What follows belongs to an exercise in optimizing a design on an open flow for small area and a short achievable clock period; a production flow would make more cautious choices. The RTL was checked by simulation tests, not by an equivalence proof against the original design.

==> flow/design.v (outline; a module is shown in full before it is edited, if it fits) <==
// module ComplexALU: 1600 lines
// module booth_mul: 1197 lines
module ComplexALU (
    input             clk,
    input             reset,
    input             recoverFlag_i,
    input             valid_i,
    input      [7:0]  opcode_i,
    input      [31:0] data1_i,
    input      [31:0] data2_i,
    input      [5:0]  logDest_i,
    input      [6:0]  phyDest_i,
    input      [6:0]  alID_i,
    output reg        wbValid_o,
    output     [7:0]  wbFlags_o,
    output reg [31:0] wbData_o,
    output reg [5:0]  wbLogDest_o,
    output reg [6:0]  wbPhyDest_o,
    output reg [6:0]  wbAlID_o,
    output reg        toggleFlag_o
);
  // ...
==> flow/run.sh <==
#!/bin/bash
# synth_recipe.tcl (not shown) runs the flow's synth.tcl, then flattens the netlist and writes it again
# the make line also repeats each setting of config.mk as NAME=value (left out here)
make -C /OpenROAD-flow-scripts/flow DESIGN_CONFIG=/design/flow/config.mk WORK_HOME=/design/flow/orfs CLKGATE_MAP_FILE= SYNTH_SCRIPT=/design/flow/synth_recipe.tcl finish
==> flow/config.mk <==
export PLATFORM = sky130hd
export DESIGN_NAME = ComplexALU
export DESIGN_NICKNAME = ComplexALU
export VERILOG_FILES = /design/flow/design.v
export SDC_FILE = /design/flow/constraint.sdc
export NUM_CORES = 4
export LEC_CHECK = 0
export ABC_AREA = 1
export CAP_MARGIN = 20
export CORE_MARGIN = 2
export CORE_UTILIZATION = 50
export PLACE_DENSITY = 0.65
export SLEW_MARGIN = 20
==> flow/constraint.sdc <==
create_clock -name core_clock -period 190.0 [get_ports {clk}]
set_input_delay 38.0000 -clock core_clock [delete_from_list [all_inputs] [get_ports {clk}]]
set_output_delay 38.0000 -clock core_clock [all_outputs]
set_load 0.01 [all_outputs]
==> flow_metrics.env, run 1 <==
export IMPL_ys_flop_type="dfxtp_1"
export IMPL_cts_hold_buffers=0
export IMPL_synth_top_family_by_area="adder cells"
export IMPL_arrival_ns=1.53
export IMPL_synth_top_area_share_pct=29.13
export IMPL_clockRootBuffer="clkbuf_16"
export IMPL_clock_path_buffers=3
export IMPL_status="finished clean"
export IMPL_grtUsageTotal_pct=34.88
export IMPL_worst_r2r_setup_slack_ns=156.79
export IMPL_cts_tree="yes"
export IMPL_min_delay_start="q_s1[3]"
export IMPL_final_nets=9087
export IMPL_met2_usage_pct=54.73
export IMPL_top_layer="met5"
export IMPL_crit_slowest_cell="clkdlybuf4s50_1"
export IMPL_clock_area_share_pct=2.533
export IMPL_clock_skew_ns=0.06704
export IMPL_grt_setup_unrepaired="no"
export IMPL_place_ws_ns=151.06
export IMPL_hold_ws_ns=0.3014
export IMPL_num_antenna_cells=3
export IMPL_met1_length_um=84940
export IMPL_tritoncts_num_buffers=51
export IMPL_syn2layout_area_growth_pct=7.932
export IMPL_wl_per_cell_um=24.61
export IMPL_grt_busiest_layer="met2"
export IMPL_critical_path_class="register to output port"
export IMPL_dr_wl_met3_um=23990
export IMPL_vias=54200
export IMPL_utilization_pct=54.29
export IMPL_grtUsageMet1_pct=42.95
export IMPL_relSlewSlack_pct=32.86
==> run 2: changes to the inputs <==
--- a/flow/design.v
+++ b/flow/design.v
@@ -1174,80 +1174,69 @@
 assign c23[22] = g23[21] | (p23[21] & c23[21]);
 assign c23[23] = g23[22] | (p23[22] & c23[22]);
 assign c23[24] = bc23[6];
 wire [23:0] d23 = p23 ^ c23[23:0];
 wire nb23 = c23[24];
 wire qb23 = nb23 & (&d_s2[31:24]);
 wire [23:0] r24 = qb23 ? d23 : t23;
 wire [24:0] t24 = {r24, a_s2[7]};
-wire [24:0] p24 = t24 ^ d_s2[24:0];
-wire [24:0] g24 = t24 & d_s2[24:0];
 wire [25:0] c24;
-wire [7:0] bc24;
-assign bc24[0] = 1'b1;
-wire gg24_0_0 = g24[0];
-wire gg24_0_1 = g24[1] | (p24[1] & gg24_0_0);
-wire gg24_0_2 = g24[2] | (p24[2] & gg24_0_1);
-wire gg24_0_3 = g24[3] | (p24[3] & gg24_0_2);
-assign bc24[1] = gg24_0_3 | ((&p24[3:0]) & bc24[0]);
-assign c24[0] = bc24[0];
-assign c24[1] = g24[0] | (p24[0] & c24[0]);
-assign c24[2] = g24[1] | (p24[1] & c24[1]);
-assign c24[3] = g24[2] | (p24[2] & c24[2]);
-wire gg24_1_4 = g24[4];
-wire gg24_1_5 = g24[5] | (p24[5] & gg24_1_4);
-wire gg24_1_6 = g24[6] | (p24[6] & gg24_1_5);
-wire gg24_1_7 = g24[7] | (p24[7] & gg24_1_6);
-assign bc24[2] = gg24_1_7 | ((&p24[7:4]) & bc24[1]);
-assign c24[4] = bc24[1];
-assign c24[5] = g24[4] | (p24[4] & c24[4]);
-assign c24[6] = g24[5] | (p24[5] & c24[5]);
-assign c24[7] = g24[6] | (p24[6] & c24[6]);
-wire gg24_2_8 = g24[8];
-wire gg24_2_9 = g24[9] | (p24[9] & gg24_2_8);
-wire gg24_2_10 = g24[10] | (p24[10] & gg24_2_9);
-wire gg24_2_11 = g24[11] | (p24[11] & gg24_2_10);
-assign bc24[3] = gg24_2_11 | ((&p24[11:8]) & bc24[2]);
-assign c24[8] = bc24[2];
-assign c24[9] = g24[8] | (p24[8] & c24[8]);
-assign c24[10] = g24[9] | (p24[9] & c24[9]);
-assign c24[11] = g24[10] | (p24[10] & c24[10]);
-wire gg24_3_12 = g24[12];
-wire gg24_3_13 = g24[13] | (p24[13] & gg24_3_12);
-wire gg24_3_14 = g24[14] | (p24[14] & gg24_3_13);
-wire gg24_3_15 = g24[15] | (p24[15] & gg24_3_14);
-assign bc24[4] = gg24_3_15 | ((&p24[15:12]) & bc24[3]);
-assign c24[12] = bc24[3];
-assign c24[13] = g24[12] | (p24[12] & c24[12]);
-assign c24[14] = g24[13] | (p24[13] & c24[13]);
-assign c24[15] = g24[14] | (p24[14] & c24[14]);
-wire gg24_4_16 = g24[16];
-wire gg24_4_17 = g24[17] | (p24[17] & gg24_4_16);
-wire gg24_4_18 = g24[18] | (p24[18] & gg24_4_17);
-wire gg24_4_19 = g24[19] | (p24[19] & gg24_4_18);
-assign bc24[5] = gg24_4_19 | ((&p24[19:16]) & bc24[4]);
-assign c24[16] = bc24[4];
-assign c24[17] = g24[16] | (p24[16] & c24[16]);
-assign c24[18] = g24[17] | (p24[17] & c24[17]);
-assign c24[19] = g24[18] | (p24[18] & c24[18]);
-wire gg24_5_20 = g24[20];
-wire gg24_5_21 = g24[21] | (p24[21] & gg24_5_20);
-wire gg24_5_22 = g24[22] | (p24[22] & gg24_5_21);
-wire gg24_5_23 = g24[23] | (p24[23] & gg24_5_22);
-assign bc24[6] = gg24_5_23 | ((&p24[23:20]) & bc24[5]);
-assign c24[20] = bc24[5];
-assign c24[21] = g24[20] | (p24[20] & c24[20]);
-assign c24[22] = g24[21] | (p24[21] & c24[21]);
-assign c24[23] = g24[22] | (p24[22] & c24[22]);
-wire gg24_6_24 = g24[24];
-assign bc24[7] = gg24_6_24 | ((&p24[24:24]) & bc24[6]);
-assign c24[24] = bc24[6];
-assign c24[25] = bc24[7];
-wire [24:0] d24 = p24 ^ c24[24:0];
+wire [24:0] d24;
+assign c24[0] = 1'b1;
+assign d24[0] = t24[0] ^ d_s2[0] ^ c24[0];
+assign c24[1] = (t24[0] & d_s2[0]) | (c24[0] & (t24[0] | d_s2[0]));
+assign d24[1] = t24[1] ^ d_s2[1] ^ c24[1];
+assign c24[2] = (t24[1] & d_s2[1]) | (c24[1] & (t24[1] | d_s2[1]));
+assign d24[2] = t24[2] ^ d_s2[2] ^ c24[2];
+assign c24[3] = (t24[2] & d_s2[2]) | (c24[2] & (t24[2] | d_s2[2]));
+assign d24[3] = t24[3] ^ d_s2[3] ^ c24[3];
+assign c24[4] = (t24[3] & d_s2[3]) | (c24[3] & (t24[3] | d_s2[3]));
+assign d24[4] = t24[4] ^ d_s2[4] ^ c24[4];
+assign c24[5] = (t24[4] & d_s2[4]) | (c24[4] & (t24[4] | d_s2[4]));
+assign d24[5] = t24[5] ^ d_s2[5] ^ c24[5];
+assign c24[6] = (t24[5] & d_s2[5]) | (c24[5] & (t24[5] | d_s2[5]));
+assign d24[6] = t24[6] ^ d_s2[6] ^ c24[6];
+assign c24[7] = (t24[6] & d_s2[6]) | (c24[6] & (t24[6] | d_s2[6]));
+assign d24[7] = t24[7] ^ d_s2[7] ^ c24[7];
+assign c24[8] = (t24[7] & d_s2[7]) | (c24[7] & (t24[7] | d_s2[7]));
+assign d24[8] = t24[8] ^ d_s2[8] ^ c24[8];
+assign c24[9] = (t24[8] & d_s2[8]) | (c24[8] & (t24[8] | d_s2[8]));
+assign d24[9] = t24[9] ^ d_s2[9] ^ c24[9];
+assign c24[10] = (t24[9] & d_s2[9]) | (c24[9] & (t24[9] | d_s2[9]));
+assign d24[10] = t24[10] ^ d_s2[10] ^ c24[10];
+assign c24[11] = (t24[10] & d_s2[10]) | (c24[10] & (t24[10] | d_s2[10]));
+assign d24[11] = t24[11] ^ d_s2[11] ^ c24[11];
+assign c24[12] = (t24[11] & d_s2[11]) | (c24[11] & (t24[11] | d_s2[11]));
+assign d24[12] = t24[12] ^ d_s2[12] ^ c24[12];
+assign c24[13] = (t24[12] & d_s2[12]) | (c24[12] & (t24[12] | d_s2[12]));
+assign d24[13] = t24[13] ^ d_s2[13] ^ c24[13];
+assign c24[14] = (t24[13] & d_s2[13]) | (c24[13] & (t24[13] | d_s2[13]));
+assign d24[14] = t24[14] ^ d_s2[14] ^ c24[14];
+assign c24[15] = (t24[14] & d_s2[14]) | (c24[14] & (t24[14] | d_s2[14]));
+assign d24[15] = t24[15] ^ d_s2[15] ^ c24[15];
+assign c24[16] = (t24[15] & d_s2[15]) | (c24[15] & (t24[15] | d_s2[15]));
+assign d24[16] = t24[16] ^ d_s2[16] ^ c24[16];
+assign c24[17] = (t24[16] & d_s2[16]) | (c24[16] & (t24[16] | d_s2[16]));
+assign d24[17] = t24[17] ^ d_s2[17] ^ c24[17];
+assign c24[18] = (t24[17] & d_s2[17]) | (c24[17] & (t24[17] | d_s2[17]));
+assign d24[18] = t24[18] ^ d_s2[18] ^ c24[18];
+assign c24[19] = (t24[18] & d_s2[18]) | (c24[18] & (t24[18] | d_s2[18]));
+assign d24[19] = t24[19] ^ d_s2[19] ^ c24[19];
+assign c24[20] = (t24[19] & d_s2[19]) | (c24[19] & (t24[19] | d_s2[19]));
+assign d24[20] = t24[20] ^ d_s2[20] ^ c24[20];
+assign c24[21] = (t24[20] & d_s2[20]) | (c24[20] & (t24[20] | d_s2[20]));
+assign d24[21] = t24[21] ^ d_s2[21] ^ c24[21];
+assign c24[22] = (t24[21] & d_s2[21]) | (c24[21] & (t24[21] | d_s2[21]));
+assign d24[22] = t24[22] ^ d_s2[22] ^ c24[22];
+assign c24[23] = (t24[22] & d_s2[22]) | (c24[22] & (t24[22] | d_s2[22]));
+assign d24[23] = t24[23] ^ d_s2[23] ^ c24[23];
+assign c24[24] = (t24[23] & d_s2[23]) | (c24[23] & (t24[23] | d_s2[23]));
+assign d24[24] = t24[24] ^ d_s2[24] ^ c24[24];
+assign c24[25] = (t24[24] & d_s2[24]) | (c24[24] & (t24[24] | d_s2[24]));
 wire nb24 = c24[25];
 wire qb24 = nb24 & (&d_s2[31:25]);
 wire [24:0] r25 = qb24 ? d24 : t24;
 wire [24:0] qn3 = {q_s2, qb18, qb19, qb20, qb21, qb22, qb23, qb24};
 reg [24:0] r_s3;
 reg [24:0] q_s3;
 reg [6:0] a_s3;
 reg [31:0] d_s3;
@@ -1713,95 +1702,83 @@
 assign c30[29] = g30[28] | (p30[28] & c30[28]);
 assign c30[30] = g30[29] | (p30[29] & c30[29]);
 assign c30[31] = bc30[8];
 wire [30:0] d30 = p30 ^ c30[30:0];
 wire nb30 = c30[31];
 wire qb30 = nb30 & (&d_s3[31:31]);
 wire [30:0] r31 = qb30 ? d30 : t30;
 wire [31:0] t31 = {r31, a_s3[0]};
-wire [31:0] p31 = t31 ^ d_s3[31:0];
-wire [31:0] g31 = t31 & d_s3[31:0];
 wire [32:0] c31;
-wire [8:0] bc31;
-assign bc31[0] = 1'b1;
-wire gg31_0_0 = g31[0];
-wire gg31_0_1 = g31[1] | (p31[1] & gg31_0_0);
-wire gg31_0_2 = g31[2] | (p31[2] & gg31_0_1);
-wire gg31_0_3 = g31[3] | (p31[3] & gg31_0_2);
-assign bc31[1] = gg31_0_3 | ((&p31[3:0]) & bc31[0]);
-assign c31[0] = bc31[0];
-assign c31[1] = g31[0] | (p31[0] & c31[0]);
-assign c31[2] = g31[1] | (p31[1] & c31[1]);
-assign c31[3] = g31[2] | (p31[2] & c31[2]);
-wire gg31_1_4 = g31[4];
-wire gg31_1_5 = g31[5] | (p31[5] & gg31_1_4);
-wire gg31_1_6 = g31[6] | (p31[6] & gg31_1_5);
-wire gg31_1_7 = g31[7] | (p31[7] & gg31_1_6);
-assign bc31[2] = gg31_1_7 | ((&p31[7:4]) & bc31[1]);
-assign c31[4] = bc31[1];
-assign c31[5] = g31[4] | (p31[4] & c31[4]);
-assign c31[6] = g31[5] | (p31[5] & c31[5]);
-assign c31[7] = g31[6] | (p31[6] & c31[6]);
-wire gg31_2_8 = g31[8];
-wire gg31_2_9 = g31[9] | (p31[9] & gg31_2_8);
-wire gg31_2_10 = g31[10] | (p31[10] & gg31_2_9);
-wire gg31_2_11 = g31[11] | (p31[11] & gg31_2_10);
-assign bc31[3] = gg31_2_11 | ((&p31[11:8]) & bc31[2]);
-assign c31[8] = bc31[2];
-assign c31[9] = g31[8] | (p31[8] & c31[8]);
-assign c31[10] = g31[9] | (p31[9] & c31[9]);
-assign c31[11] = g31[10] | (p31[10] & c31[10]);
-wire gg31_3_12 = g31[12];
-wire gg31_3_13 = g31[13] | (p31[13] & gg31_3_12);
-wire gg31_3_14 = g31[14] | (p31[14] & gg31_3_13);
-wire gg31_3_15 = g31[15] | (p31[15] & gg31_3_14);
-assign bc31[4] = gg31_3_15 | ((&p31[15:12]) & bc31[3]);
-assign c31[12] = bc31[3];
-assign c31[13] = g31[12] | (p31[12] & c31[12]);
-assign c31[14] = g31[13] | (p31[13] & c31[13]);
-assign c31[15] = g31[14] | (p31[14] & c31[14]);
-wire gg31_4_16 = g31[16];
-wire gg31_4_17 = g31[17] | (p31[17] & gg31_4_16);
-wire gg31_4_18 = g31[18] | (p31[18] & gg31_4_17);
-wire gg31_4_19 = g31[19] | (p31[19] & gg31_4_18);
-assign bc31[5] = gg31_4_19 | ((&p31[19:16]) & bc31[4]);
-assign c31[16] = bc31[4];
-assign c31[17] = g31[16] | (p31[16] & c31[16]);
-assign c31[18] = g31[17] | (p31[17] & c31[17]);
-assign c31[19] = g31[18] | (p31[18] & c31[18]);
-wire gg31_5_20 = g31[20];
-wire gg31_5_21 = g31[21] | (p31[21] & gg31_5_20);
-wire gg31_5_22 = g31[22] | (p31[22] & gg31_5_21);
-wire gg31_5_23 = g31[23] | (p31[23] & gg31_5_22);
-assign bc31[6] = gg31_5_23 | ((&p31[23:20]) & bc31[5]);
-assign c31[20] = bc31[5];
-assign c31[21] = g31[20] | (p31[20] & c31[20]);
-assign c31[22] = g31[21] | (p31[21] & c31[21]);
-assign c31[23] = g31[22] | (p31[22] & c31[22]);
-wire gg31_6_24 = g31[24];
-wire gg31_6_25 = g31[25] | (p31[25] & gg31_6_24);
-wire gg31_6_26 = g31[26] | (p31[26] & gg31_6_25);
-wire gg31_6_27 = g31[27] | (p31[27] & gg31_6_26);
-assign bc31[7] = gg31_6_27 | ((&p31[27:24]) & bc31[6]);
-assign c31[24] = bc31[6];
-assign c31[25] = g31[24] | (p31[24] & c31[24]);
-assign c31[26] = g31[25] | (p31[25] & c31[25]);
-assign c31[27] = g31[26] | (p31[26] & c31[26]);
-wire gg31_7_28 = g31[28];
-wire gg31_7_29 = g31[29] | (p31[29] & gg31_7_28);
-wire gg31_7_30 = g31[30] | (p31[30] & gg31_7_29);
-wire gg31_7_31 = g31[31] | (p31[31] & gg31_7_30);
-assign bc31[8] = gg31_7_31 | ((&p31[31:28]) & bc31[7]);
-assign c31[28] = bc31[7];
-assign c31[29] = g31[28] | (p31[28] & c31[28]);
-assign c31[30] = g31[29] | (p31[29] & c31[29]);
-assign c31[31] = g31[30] | (p31[30] & c31[30]);
-assign c31[32] = bc31[8];
-wire [31:0] d31 = p31 ^ c31[31:0];
+wire [31:0] d31;
+assign c31[0] = 1'b1;
+assign d31[0] = t31[0] ^ d_s3[0] ^ c31[0];
+assign c31[1] = (t31[0] & d_s3[0]) | (c31[0] & (t31[0] | d_s3[0]));
+assign d31[1] = t31[1] ^ d_s3[1] ^ c31[1];
+assign c31[2] = (t31[1] & d_s3[1]) | (c31[1] & (t31[1] | d_s3[1]));
+assign d31[2] = t31[2] ^ d_s3[2] ^ c31[2];
+assign c31[3] = (t31[2] & d_s3[2]) | (c31[2] & (t31[2] | d_s3[2]));
+assign d31[3] = t31[3] ^ d_s3[3] ^ c31[3];
+assign c31[4] = (t31[3] & d_s3[3]) | (c31[3] & (t31[3] | d_s3[3]));
+assign d31[4] = t31[4] ^ d_s3[4] ^ c31[4];
+assign c31[5] = (t31[4] & d_s3[4]) | (c31[4] & (t31[4] | d_s3[4]));
+assign d31[5] = t31[5] ^ d_s3[5] ^ c31[5];
+assign c31[6] = (t31[5] & d_s3[5]) | (c31[5] & (t31[5] | d_s3[5]));
+assign d31[6] = t31[6] ^ d_s3[6] ^ c31[6];
+assign c31[7] = (t31[6] & d_s3[6]) | (c31[6] & (t31[6] | d_s3[6]));
+assign d31[7] = t31[7] ^ d_s3[7] ^ c31[7];
+assign c31[8] = (t31[7] & d_s3[7]) | (c31[7] & (t31[7] | d_s3[7]));
+assign d31[8] = t31[8] ^ d_s3[8] ^ c31[8];
+assign c31[9] = (t31[8] & d_s3[8]) | (c31[8] & (t31[8] | d_s3[8]));
+assign d31[9] = t31[9] ^ d_s3[9] ^ c31[9];
+assign c31[10] = (t31[9] & d_s3[9]) | (c31[9] & (t31[9] | d_s3[9]));
+assign d31[10] = t31[10] ^ d_s3[10] ^ c31[10];
+assign c31[11] = (t31[10] & d_s3[10]) | (c31[10] & (t31[10] | d_s3[10]));
+assign d31[11] = t31[11] ^ d_s3[11] ^ c31[11];
+assign c31[12] = (t31[11] & d_s3[11]) | (c31[11] & (t31[11] | d_s3[11]));
+assign d31[12] = t31[12] ^ d_s3[12] ^ c31[12];
+assign c31[13] = (t31[12] & d_s3[12]) | (c31[12] & (t31[12] | d_s3[12]));
+assign d31[13] = t31[13] ^ d_s3[13] ^ c31[13];
+assign c31[14] = (t31[13] & d_s3[13]) | (c31[13] & (t31[13] | d_s3[13]));
+assign d31[14] = t31[14] ^ d_s3[14] ^ c31[14];
+assign c31[15] = (t31[14] & d_s3[14]) | (c31[14] & (t31[14] | d_s3[14]));
+assign d31[15] = t31[15] ^ d_s3[15] ^ c31[15];
+assign c31[16] = (t31[15] & d_s3[15]) | (c31[15] & (t31[15] | d_s3[15]));
+assign d31[16] = t31[16] ^ d_s3[16] ^ c31[16];
+assign c31[17] = (t31[16] & d_s3[16]) | (c31[16] & (t31[16] | d_s3[16]));
+assign d31[17] = t31[17] ^ d_s3[17] ^ c31[17];
+assign c31[18] = (t31[17] & d_s3[17]) | (c31[17] & (t31[17] | d_s3[17]));
+assign d31[18] = t31[18] ^ d_s3[18] ^ c31[18];
+assign c31[19] = (t31[18] & d_s3[18]) | (c31[18] & (t31[18] | d_s3[18]));
+assign d31[19] = t31[19] ^ d_s3[19] ^ c31[19];
+assign c31[20] = (t31[19] & d_s3[19]) | (c31[19] & (t31[19] | d_s3[19]));
+assign d31[20] = t31[20] ^ d_s3[20] ^ c31[20];
+assign c31[21] = (t31[20] & d_s3[20]) | (c31[20] & (t31[20] | d_s3[20]));
+assign d31[21] = t31[21] ^ d_s3[21] ^ c31[21];
+assign c31[22] = (t31[21] & d_s3[21]) | (c31[21] & (t31[21] | d_s3[21]));
+assign d31[22] = t31[22] ^ d_s3[22] ^ c31[22];
+assign c31[23] = (t31[22] & d_s3[22]) | (c31[22] & (t31[22] | d_s3[22]));
+assign d31[23] = t31[23] ^ d_s3[23] ^ c31[23];
+assign c31[24] = (t31[23] & d_s3[23]) | (c31[23] & (t31[23] | d_s3[23]));
+assign d31[24] = t31[24] ^ d_s3[24] ^ c31[24];
+assign c31[25] = (t31[24] & d_s3[24]) | (c31[24] & (t31[24] | d_s3[24]));
+assign d31[25] = t31[25] ^ d_s3[25] ^ c31[25];
+assign c31[26] = (t31[25] & d_s3[25]) | (c31[25] & (t31[25] | d_s3[25]));
+assign d31[26] = t31[26] ^ d_s3[26] ^ c31[26];
+assign c31[27] = (t31[26] & d_s3[26]) | (c31[26] & (t31[26] | d_s3[26]));
+assign d31[27] = t31[27] ^ d_s3[27] ^ c31[27];
+assign c31[28] = (t31[27] & d_s3[27]) | (c31[27] & (t31[27] | d_s3[27]));
+assign d31[28] = t31[28] ^ d_s3[28] ^ c31[28];
+assign c31[29] = (t31[28] & d_s3[28]) | (c31[28] & (t31[28] | d_s3[28]));
+assign d31[29] = t31[29] ^ d_s3[29] ^ c31[29];
+assign c31[30] = (t31[29] & d_s3[29]) | (c31[29] & (t31[29] | d_s3[29]));
+assign d31[30] = t31[30] ^ d_s3[30] ^ c31[30];
+assign c31[31] = (t31[30] & d_s3[30]) | (c31[30] & (t31[30] | d_s3[30]));
+assign d31[31] = t31[31] ^ d_s3[31] ^ c31[31];
+assign c31[32] = (t31[31] & d_s3[31]) | (c31[31] & (t31[31] | d_s3[31]));
 wire nb31 = c31[32];
 wire qb31 = nb31;
 wire [31:0] r32 = qb31 ? d31 : t31;
 wire [31:0] qn4 = {q_s3, qb25, qb26, qb27, qb28, qb29, qb30, qb31};
 wire [31:0] qmag = qn4;
 wire [31:0] rmag = r32;
 wire [31:0] dres = c_s3[2] ? rmag : qmag;
 wire [31:0] dx = dres ^ {32{c_s3[1]}};
==> run 2 against run 1 <==
- still clean
- highest routed layer unchanged
- global-route usage shrank 0.13 points
- worst setup slack worse by 0.60 ns
- largest cell class unchanged
- fmax is 1.5% lower
- non-clock buffer count decreased by 14
- critical path type is now register to register
==> flow_metrics.env, run 2 <==
export IMPL_clock_skew_ns=0.08834
export IMPL_end_kind="register"
export IMPL_synth_seq_area_share_pct=15.29
export IMPL_cp_required_ns=190.52
export IMPL_syn2layout_area_growth_pct=7.929
export IMPL_ant_nets=0
export IMPL_path_max_fanout=51
export IMPL_cts_hold_buffers=0
export IMPL_hold_ws_ns=0.2592
export IMPL_cts_clk_slew_worst_paths_ns=0.06
export IMPL_num_rows=129
export IMPL_syn_instance_count=7260
export IMPL_crit_top_cell="nand2_1"
export IMPL_start_util_pct=50.41
export IMPL_coreArea_mm2=0.1236
export IMPL_cts_resized_gates=0
export IMPL_arrival_ns=40.65
export IMPL_post_cts_buffers=0
export IMPL_design_area_mm2=0.06727
export IMPL_crit_family="adder cells"
export IMPL_relSlewSlack_pct=34.24
export IMPL_grt_max_degree=69
export IMPL_yosysMostFrequentCell="nand2_1"
export IMPL_grt_pass1_vias=53810
export IMPL_synth_async_sr_flop_share_pct=0
export IMPL_crit_slowest_cell="dfxtp_1"
export IMPL_dr_pass1_iters=9
export IMPL_synth_seq_cells=476
export IMPL_synth_top_area_share_pct=30.35
export IMPL_route_detailed_drc=0
export IMPL_final_nets=8788
export IMPL_worst_slew_pin_slew_ns=0.9850
export IMPL_tritoncts_num_buffers=51
export IMPL_fill_cells=11530
export IMPL_place_congestion=1.041
export IMPL_synth_area_leaders="fa_1, dfxtp_1, ha_1"
export IMPL_wl_per_cell_um=24.49
export IMPL_final_common_cell="nand2_1"
export IMPL_hold_path_class="register to register"
export IMPL_grt_overflow_total=0
export IMPL_multi_input_area_mm2=0.04756
export IMPL_vias=52370
export IMPL_ys_flop_type="dfxtp_1"
export IMPL_syn_cell_area_mm2=0.06233
export IMPL_post_dp_cell_area_mm2=0.06554
export IMPL_setup_tns_ns=0
export IMPL_cts_tree="yes"
export IMPL_yosysWarnings=1
export IMPL_status="finished clean"
export IMPL_die_w_um=357.1
export IMPL_antenna_found_initial=14
export IMPL_critical_path_class="register to register"
export IMPL_clock_path_buffers=3
export IMPL_clkSinkCount=476
export IMPL_critPathLaunch="d_s3[1]"
export IMPL_drive_above_1_share_pct=5.646
export IMPL_die_area_mm2=0.1275
export IMPL_cpPeakStageDelay_ns=0.86
export IMPL_setup_viol=0
export IMPL_start_kind="register"
export IMPL_drv_cap=0
export IMPL_ctsHtreeMaxLevel=2
export IMPL_r2r_start="d_s3[1]"
export IMPL_numPortBuffers=149
export IMPL_fp_dieH_um=357.1
export IMPL_fin_crit_ns=40.12
export IMPL_fin_crit_sh_pct=21.12
export IMPL_viasPerCell=5.870
export IMPL_grtUsageTotal_pct=34.74
export IMPL_whs_path_depth=0
export IMPL_grt_setup_unrepaired="no"
export IMPL_place_ws_ns=150.28
export IMPL_drt_iter0_markers=5278
export IMPL_synth_edff_count=0
export IMPL_top_level_ports=158
export IMPL_timing_hold_violations_final=0
export IMPL_seqCellArea_mm2=0.009532
export IMPL_wl_um=218400
export IMPL_critical_path_depth=200
export IMPL_reg2reg_to="wbData_o[31]"
export IMPL_layout_common_cells="nand2_1, fa_1, inv_1"
export IMPL_ys_top_cells_by_count="nand2_1, fa_1, inv_1"
export IMPL_ys_types=66
export IMPL_clock_fmax_mhz=24.92
export IMPL_yosys_area_top_type="fa_1"
export IMPL_worstPathBufferInverterCount=19
export IMPL_worstRegToRegCells=200
export IMPL_drv_slew=0
export IMPL_clockRootBuffer="clkbuf_16"
export IMPL_dp_hpwl_um=162100
export IMPL_crit_end="wbData_o[31]"
export IMPL_clock_latency_ns=0.71
export IMPL_worst_r2r_setup_slack_ns=149.88
export IMPL_fin_ws_ns=149.88
export IMPL_grt_pass1_wl_um=331300
export IMPL_synth_avg_cell_area_um2=8.585
run 2: per-layer routing:
layer	GRT usage (%)	wire length, µm	vias up
li1	-	-	23320
met1	42.45	80990	25270
met2	54.54	96240	2840
met3	9.679	23780	918
met4	21.39	17300	20
met5	0	129	-
run 2: cells by family (layout without fill, tap and decap cells):
| logic type | count (synthesis) | count (layout) | share of synthesized area (%) |
|---|---|---|---|
| flip-flops | 476 | 476 | 15.29 |
| XOR/XNOR | 717 | 717 | 10.08 |
| multiplexers | 13 | 13 | 0.2188 |
| adder cells (fa/ha/maj) | 1452 | 1452 | 40.53 |
| AND/OR/NAND/NOR | 2086 | 2086 | 14.42 |
| buffers and inverters | 1371 | 1388 | 8.435 |
| AO/OA/AOI/OAI | 1143 | 1143 | 11.02 |
| other | 2 | 9 | 0.01205 |
run 2: worst register-to-register path, delay by kind of cell, from the launching register on:
family	cells	cell delay, ns
fa+ha+maj	67	20.09
flops	1	0.86
buf+inv	19	3.73
xor+xnor	1	0.28
compound gates	20	5.04
simple gates	93	10.00
run 2: final cells by class:
cell class,instances,share of cell area (%)
antenna,4,0.01488
clock buffer,63,2.039
clock inverter,30,0.5208
inverter,988,5.533
multi-input combinational,5416,70.70
sequential,476,14.17
tap,1637,3.045
timing repair buffer,307,3.980
run 2: worst min-delay path by stage:
stage                   from  endpoint  slack, ns
global placement     f_s2[1]   f_s3[1]       0.31
CTS                 q_s2[14]  q_s3[21]       0.26
global route         c_s1[1]   c_s2[1]       0.28
finish              q_s2[14]  q_s3[21]       0.26
detailed placement  a_s1[12]  a_s2[12]       0.31
floorplan            a_s1[0]   a_s2[0]       0.31
run 2: metrics by stage:
step                cells  util (%)
finish               8921     54.41
global route         8917     54.40
CTS                  8917     54.40
detailed placement   8824     53.01
global placement     8824     53.01
floorplan            7263         -

-- separate check: timing with driven ports --
The flow's constraints put no driver on any port. The routed layouts listed below were extracted and timed again, unchanged, in two steps.
Step 1 assumes that a clkbuf_16 drives the clock port and a buf_2 every other input.
Step 2 adds t to the input delays and takes it off the output delays; t is the mean of the earliest and latest rising clock arrival at the registers after step 1. Input paths then give back, and output paths get back, about the clock's delay inside the block.
a / b / c = no drivers / after step 1 / after step 2; a / b = the first two.
run	t, ns	setup WS [ns]	worst hold slack (ns)	worst slew at a driven data input, ns	pins driven straight from the clock port
run 1	0.735	150.473 / 150.396 / 150.979	0.301 / 0.301 / 0.301	0.05	1
run 2	0.740	149.877 / 149.877 / 149.877	0.259 / 0.259 / 0.259	0.10	1
After both steps setup and hold are still met in every run listed.
